Background: an optimization exercise with open tools, aiming at small area and a short achievable clock period. Do not read the settings as production practice. Where RTL was checked, it was by simulation tests only, not by an equivalence proof against the original. No activity file was given, so power comes from the tool's default toggle rates.

==> flow/design.v (excerpt) <==
module t2c_maze_explorer (
    input clk,
    input rst_n,
    input left,
    mid,
    right,   
    output reg [2:0] move
);
Size in the first run: about 560 cells after synthesis, about 8 I/O pins, roughly 4900 um2 of cells after synthesis.
==> module t2c_late, before the edit <==
module t2c_late (
    input left, mid, right,    
    input mL, mF, mR,          
    input [3:0] dh,            
    input decide,              
    input at40,                
    input sp,                  
    input pm, cm, bm,          
    input [1:0] dirn, dL, dR, dU,        
    input [3:0] xp, xm, yp, ym,          
    input [8:0] xh,                      
    output go,                           
    output [2:0] move_n,
    output [1:0] dirn_n,
    output ex, ey,                       
    output [3:0] x_n, y_n,
    output pm_n, bm_n, cm_n,
    output [8:0] wr                      
);
  wire fL = ~left & ~mL;
  wire fF = ~mid & ~mF;
  wire fR = ~right & ~mR;
  wire nof = ~(fL | fF | fR);
  wire block = (fL & ~fF & ~fR) | (~fL & fF & ~fR) | (~fL & ~fF & fR);
  wire uf = sp & ((left & mid & ~right) | (left & ~mid & right) | (~left & mid & right));
  wire sL = decide & ~uf & fL;
  wire sF = decide & ~uf & ~fL & fF;
  wire sR = decide & ~uf & ~fL & ~fF & fR;
  wire sU = decide & (uf | (nof & ~at40));
  wire hold = ~(sL | sF | sR | sU);
  wire selN = dh[0] & sF | dh[1] & sL | dh[2] & sU | dh[3] & sR;
  wire selE = dh[0] & sR | dh[1] & sF | dh[2] & sL | dh[3] & sU;
  wire selS = dh[0] & sU | dh[1] & sR | dh[2] & sF | dh[3] & sL;
  wire selW = dh[0] & sL | dh[1] & sU | dh[2] & sR | dh[3] & sF;
  wire holdx = ~(selE | selW);
  wire holdy = ~(selN | selS);
  wire wm = decide & (pm & block | nof & ~at40);    
  assign go = ~hold;
  assign move_n = ({3{sL}} & 3'd2) | ({3{sF}} & 3'd1) | ({3{sR}} & 3'd3) | ({3{sU}} & 3'd4);
  assign dirn_n = ({2{sL}} & dL) | ({2{sF}} & dirn) | ({2{sR}} & dR) | ({2{sU}} & dU);
  assign ex = ~holdx;
  assign ey = ~holdy;
  assign x_n = ({4{selE}} & xp) | ({4{selW}} & xm);
  assign y_n = ({4{selS}} & yp) | ({4{selN}} & ym);
  assign pm_n = cm | wm;
  assign bm_n = cm | wm;
  assign cm_n = sU & bm;
  assign wr = xh & {9{wm}};
endmodule
==> module t2c_maze_explorer, before the edit <==
module t2c_maze_explorer (
    input clk,
    input rst_n,
    input left,
    mid,
    right,   
    output reg [2:0] move
);
  reg [1:0] st;         
  reg [3:0] x_pos, y_pos;
  reg [1:0] dirn;       
  reg flag2;
  reg cm;               
  reg bm;               
  reg pm;               
  reg mN, mE, mS, mW;   
  wire [80:0] mark;     
  wire idle = ~st[1] & ~st[0];
  wire decide = st[1] & ~st[0];
  wire [15:0] xa, ya;   
  genvar gi, gj;
  generate
    for (gi = 0; gi < 16; gi = gi + 1) begin : g_dec
      assign xa[gi] = (x_pos == gi);
      assign ya[gi] = (y_pos == gi);
    end
  endgenerate
  wire [8:0] xh = xa[8:0], yh = ya[8:0];
  wire [8:0] col_y;     
  wire [8:0] row_x;     
  generate
    for (gi = 0; gi < 9; gi = gi + 1) begin : g_pl
      wire [8:0] a, b;
      for (gj = 0; gj < 9; gj = gj + 1) begin : g_t
        assign a[gj] = mark[gi*9+gj] & yh[gj];
        assign b[gj] = mark[gj*9+gi] & xh[gj];
      end
      assign col_y[gi] = |a;
      assign row_x[gi] = |b;
    end
  endgenerate
  wire x_out = |xa[15:9];
  wire y_out = |ya[15:9];
  always @(posedge clk) begin
    mE <= y_out | (|(col_y[8:1] & xa[7:0])) | (|xa[14:8]) | (xa[15] & col_y[0]);
    mW <= y_out | (|(col_y[8:0] & xa[9:1])) | xa[0] | (|xa[15:10]);
    mS <= x_out | (|(row_x[8:1] & ya[7:0])) | (|ya[14:8]) | (ya[15] & row_x[0]);
    mN <= x_out | (|(row_x[8:0] & ya[9:1])) | ya[0] | (|ya[15:10]);
  end
  wire [3:0] dh = {dirn == 2'd3, dirn == 2'd2, dirn == 2'd1, dirn == 2'd0};
  wire mL = dh[0] & mW | dh[1] & mN | dh[2] & mE | dh[3] & mS;
  wire mF = dh[0] & mN | dh[1] & mE | dh[2] & mS | dh[3] & mW;
  wire mR = dh[0] & mE | dh[1] & mS | dh[2] & mW | dh[3] & mN;
  wire at40 = xa[4] & ya[0];
  wire sp = at40 & ~flag2;
  wire [3:0] xp = {x_pos[3] ^ (&x_pos[2:0]), x_pos[2] ^ (&x_pos[1:0]), x_pos[1] ^ x_pos[0], ~x_pos[0]};
  wire [3:0] xm = {x_pos[3] ^ ~(|x_pos[2:0]), x_pos[2] ^ ~(|x_pos[1:0]), x_pos[1] ^ ~x_pos[0], ~x_pos[0]};
  wire [3:0] yp = {y_pos[3] ^ (&y_pos[2:0]), y_pos[2] ^ (&y_pos[1:0]), y_pos[1] ^ y_pos[0], ~y_pos[0]};
  wire [3:0] ym = {y_pos[3] ^ ~(|y_pos[2:0]), y_pos[2] ^ ~(|y_pos[1:0]), y_pos[1] ^ ~y_pos[0], ~y_pos[0]};
  wire [1:0] dL = {dirn[1] ^ ~dirn[0], ~dirn[0]};
  wire [1:0] dR = {dirn[1] ^ dirn[0], ~dirn[0]};
  wire [1:0] dU = {~dirn[1], dirn[0]};
  wire go, ex, ey;
  wire [2:0] move_n;
  wire [1:0] dirn_n;
  wire [3:0] x_n, y_n;
  wire pm_n, bm_n, cm_n;
  wire [8:0] wr;
  t2c_late u_late (
      .left(left), .mid(mid), .right(right), .mL(mL), .mF(mF), .mR(mR), .dh(dh),
      .decide(decide), .at40(at40), .sp(sp), .pm(pm), .cm(cm), .bm(bm),
      .dirn(dirn), .dL(dL), .dR(dR), .dU(dU), .xp(xp), .xm(xm), .yp(yp), .ym(ym), .xh(xh),
      .go(go), .move_n(move_n), .dirn_n(dirn_n), .ex(ex), .ey(ey), .x_n(x_n), .y_n(y_n),
      .pm_n(pm_n), .bm_n(bm_n), .cm_n(cm_n), .wr(wr));
  always @(posedge clk or negedge rst_n) begin
    if (!rst_n) begin
      st <= 2'b00;
      move <= 3'd0;
      dirn <= 2'd0;
      x_pos <= 4'd4;
      y_pos <= 4'd8;
      flag2 <= 1'b0;
      cm <= 1'b1;
      bm <= 1'b1;
      pm <= 1'b1;
    end else begin
      st <= {st[1] | st[0], ~st[0]};
      if (decide && at40) flag2 <= 1'b1;
      if (decide) pm <= pm_n;
      if (go) begin
        move <= move_n;
        dirn <= dirn_n;
        bm <= bm_n;
        cm <= cm_n;
      end
      if (ex) x_pos <= x_n;
      if (ey) y_pos <= y_n;
    end
  end
  generate
    for (gi = 0; gi < 9; gi = gi + 1) begin : g_wi
      for (gj = 0; gj < 9; gj = gj + 1) begin : g_wj
        if (gi == 4 && gj == 8) begin : g_start
          assign mark[gi*9+gj] = 1'b1;
        end else begin : g_cell
          reg m_n;   
          always @(posedge clk) m_n <= (m_n | idle) & ~(wr[gi] & yh[gj]);
          assign mark[gi*9+gj] = ~m_n;
        end
      end
    end
  endgenerate
endmodule
clock: 9.0 ns
lec_check: 0
cap_margin: 20
core_margin: 2
core_utilization: 55
slew_margin: 20
standard.sh (not shown) runs the stock make flow with config.mk's settings and CLKGATE_MAP_FILE= SYNTH_SCRIPT=/design/flow/synth_recipe.tcl, a recipe that flattens the netlist after the stock synthesis.
==> flow/flow/run.sh <==
#!/bin/bash
# Own layout flow: the standard flow, except that the synthesised netlist
# comes from the same synthesis script with different ABC mapping (see
# flow/mysynth.tcl and flow/settings.sh) and without the adder-cell mapping.
# Registers (names and cell types) are those of the standard synthesis; this
# is checked below, and the standard netlist is used if they differ.
set -euo pipefail
W=$PWD
F=$W/flow
R=$W/orfs/results/$FLOW_PLATFORM/t2c_maze_explorer/base
source $F/settings.sh

bash standard.sh synth > $W/log_std_synth.txt 2>&1
cp $R/1_2_yosys.v $W/std_1_2_yosys.v

# 2. own synthesis in a separate ORFS work folder
make -C $FLOW_HOME DESIGN_CONFIG=$W/config.mk WORK_HOME=$W/own \
  CLKGATE_MAP_FILE= SYNTH_SCRIPT=$F/mysynth.tcl synth > $W/log_own_synth.txt 2>&1
OWN=$W/own/results/$FLOW_PLATFORM/t2c_maze_explorer/base/1_2_yosys.v

regs() { grep -E '^ *sky130_fd_sc_hd__(df|ed|sd)[a-z]*_[0-9]+ ' "$1" | awk '{print $1, $2}' | sed 's/_[0-9]* / /' | sort; }
regs $R/1_2_yosys.v > $W/regs_std.txt
regs $OWN > $W/regs_own.txt
if cmp -s $W/regs_std.txt $W/regs_own.txt; then
  cp $OWN $R/1_2_yosys.v
  echo "own synthesis used" > $W/log_synth_choice.txt
else
  echo "register mismatch; keeping the standard synthesis" > $W/log_synth_choice.txt
fi

# 3. the rest of the standard flow on that netlist
export SETUP_SLACK_MARGIN=$FLOW_SETUP_MARGIN
bash standard.sh > $W/log_flow.txt 2>&1
Other scripts of this flow, unchanged in this note and not shown: flow/flow/area.abc, flow/flow/mysynth.tcl, flow/flow/settings.sh
Change:
--- a/flow/design.v
+++ b/flow/design.v
@@ -6,17 +6,18 @@
     input at40,                
     input sp,                  
     input pm, cm, bm,          
     input [1:0] dirn, dL, dR, dU,        
     input [3:0] xp, xm, yp, ym,          
     input [8:0] xh,                      
+    input [2:0] move,
+    input [3:0] x, y,                    
     output go,                           
-    output [2:0] move_n,
-    output [1:0] dirn_n,
-    output ex, ey,                       
-    output [3:0] x_n, y_n,
+    output [2:0] move_d,                 
+    output [1:0] dirn_d,
+    output [3:0] x_d, y_d,
     output pm_n, bm_n, cm_n,
     output [8:0] wr                      
 );
   wire fL = ~left & ~mL;
   wire fF = ~mid & ~mF;
   wire fR = ~right & ~mR;
@@ -33,18 +34,18 @@
   wire selS = dh[0] & sU | dh[1] & sR | dh[2] & sF | dh[3] & sL;
   wire selW = dh[0] & sL | dh[1] & sU | dh[2] & sR | dh[3] & sF;
   wire holdx = ~(selE | selW);
   wire holdy = ~(selN | selS);
   wire wm = decide & (pm & block | nof & ~at40);    
   assign go = ~hold;
-  assign move_n = ({3{sL}} & 3'd2) | ({3{sF}} & 3'd1) | ({3{sR}} & 3'd3) | ({3{sU}} & 3'd4);
-  assign dirn_n = ({2{sL}} & dL) | ({2{sF}} & dirn) | ({2{sR}} & dR) | ({2{sU}} & dU);
-  assign ex = ~holdx;
-  assign ey = ~holdy;
-  assign x_n = ({4{selE}} & xp) | ({4{selW}} & xm);
-  assign y_n = ({4{selS}} & yp) | ({4{selN}} & ym);
+  assign move_d = ({3{sL}} & 3'd2) | ({3{sF}} & 3'd1) | ({3{sR}} & 3'd3) | ({3{sU}} & 3'd4) |
+                  ({3{hold}} & move);
+  assign dirn_d = ({2{sL}} & dL) | ({2{sF}} & dirn) | ({2{sR}} & dR) | ({2{sU}} & dU) |
+                  ({2{hold}} & dirn);
+  assign x_d = ({4{selE}} & xp) | ({4{selW}} & xm) | ({4{holdx}} & x);
+  assign y_d = ({4{selS}} & yp) | ({4{selN}} & ym) | ({4{holdy}} & y);
   assign pm_n = cm | wm;
   assign bm_n = cm | wm;
   assign cm_n = sU & bm;
   assign wr = xh & {9{wm}};
 endmodule
 module t2c_maze_explorer (
@@ -106,23 +107,24 @@
   wire [3:0] xm = {x_pos[3] ^ ~(|x_pos[2:0]), x_pos[2] ^ ~(|x_pos[1:0]), x_pos[1] ^ ~x_pos[0], ~x_pos[0]};
   wire [3:0] yp = {y_pos[3] ^ (&y_pos[2:0]), y_pos[2] ^ (&y_pos[1:0]), y_pos[1] ^ y_pos[0], ~y_pos[0]};
   wire [3:0] ym = {y_pos[3] ^ ~(|y_pos[2:0]), y_pos[2] ^ ~(|y_pos[1:0]), y_pos[1] ^ ~y_pos[0], ~y_pos[0]};
   wire [1:0] dL = {dirn[1] ^ ~dirn[0], ~dirn[0]};
   wire [1:0] dR = {dirn[1] ^ dirn[0], ~dirn[0]};
   wire [1:0] dU = {~dirn[1], dirn[0]};
-  wire go, ex, ey;
-  wire [2:0] move_n;
-  wire [1:0] dirn_n;
-  wire [3:0] x_n, y_n;
+  wire go;
+  wire [2:0] move_d;
+  wire [1:0] dirn_d;
+  wire [3:0] x_d, y_d;
   wire pm_n, bm_n, cm_n;
   wire [8:0] wr;
   t2c_late u_late (
       .left(left), .mid(mid), .right(right), .mL(mL), .mF(mF), .mR(mR), .dh(dh),
       .decide(decide), .at40(at40), .sp(sp), .pm(pm), .cm(cm), .bm(bm),
       .dirn(dirn), .dL(dL), .dR(dR), .dU(dU), .xp(xp), .xm(xm), .yp(yp), .ym(ym), .xh(xh),
-      .go(go), .move_n(move_n), .dirn_n(dirn_n), .ex(ex), .ey(ey), .x_n(x_n), .y_n(y_n),
+      .move(move), .x(x_pos), .y(y_pos),
+      .go(go), .move_d(move_d), .dirn_d(dirn_d), .x_d(x_d), .y_d(y_d),
       .pm_n(pm_n), .bm_n(bm_n), .cm_n(cm_n), .wr(wr));
   always @(posedge clk or negedge rst_n) begin
     if (!rst_n) begin
       st <= 2'b00;
       move <= 3'd0;
       dirn <= 2'd0;
@@ -134,19 +136,19 @@
       pm <= 1'b1;
     end else begin
       st <= {st[1] | st[0], ~st[0]};
       if (decide && at40) flag2 <= 1'b1;
       if (decide) pm <= pm_n;
       if (go) begin
-        move <= move_n;
-        dirn <= dirn_n;
         bm <= bm_n;
         cm <= cm_n;
       end
-      if (ex) x_pos <= x_n;
-      if (ey) y_pos <= y_n;
+      move <= move_d;
+      dirn <= dirn_d;
+      x_pos <= x_d;
+      y_pos <= y_d;
     end
   end
   generate
     for (gi = 0; gi < 9; gi = gi + 1) begin : g_wi
       for (gj = 0; gj < 9; gj = gj + 1) begin : g_wj
         if (gi == 4 && gj == 8) begin : g_start
Effect: Clock-buffer cell count is unchanged; clock skew hardly moves; combinational power climbs by 19%; core utilization climbs by 2.6 points; via count climbs by 2.0%; routed wire length climbs by 5.8%; sequential cell count does not change; total power climbs by 11%; setup slack got worse by 220 ps; die area climbs by 2.4%.
For the second run of this note, only the layout was checked, not whether the RTL still works.

static timing again, ports no longer ideal:
The results above use ideal ports. As a check the final layouts listed here were re-extracted and re-timed, cells and wires unchanged.
Step 1 (the two cells are an assumption about what drives the block):
set clk [get_ports {clk}]
set_driving_cell -lib_cell sky130_fd_sc_hd__clkbuf_16 $clk
set_driving_cell -lib_cell sky130_fd_sc_hd__buf_2 [delete_from_list [all_inputs] $clk]
Step 2 moves the port delays by t, midway between the first and last clock arrival at a register: inputs arrive t later, outputs are due t later. That takes back most of the time a late clock gives input paths.
a / b / c = no drivers / after step 1 / after step 2; a / b = the first two.
| run | t, ns | slack for setup (ns) | worst register clock-pin slew, ns |
|---|---|---|---|
| the first run | 0.408 | 5.943 / 5.923 / 5.515 | 0.11 / 0.11 |
| the second run | 0.407 | 5.724 / 5.709 / 5.302 | 0.11 / 0.11 |
After both steps setup and hold are still met in every run listed. The setup slack of the first run, which loses most, moves by -0.020 ns with the drivers and by -0.428 ns with both steps.
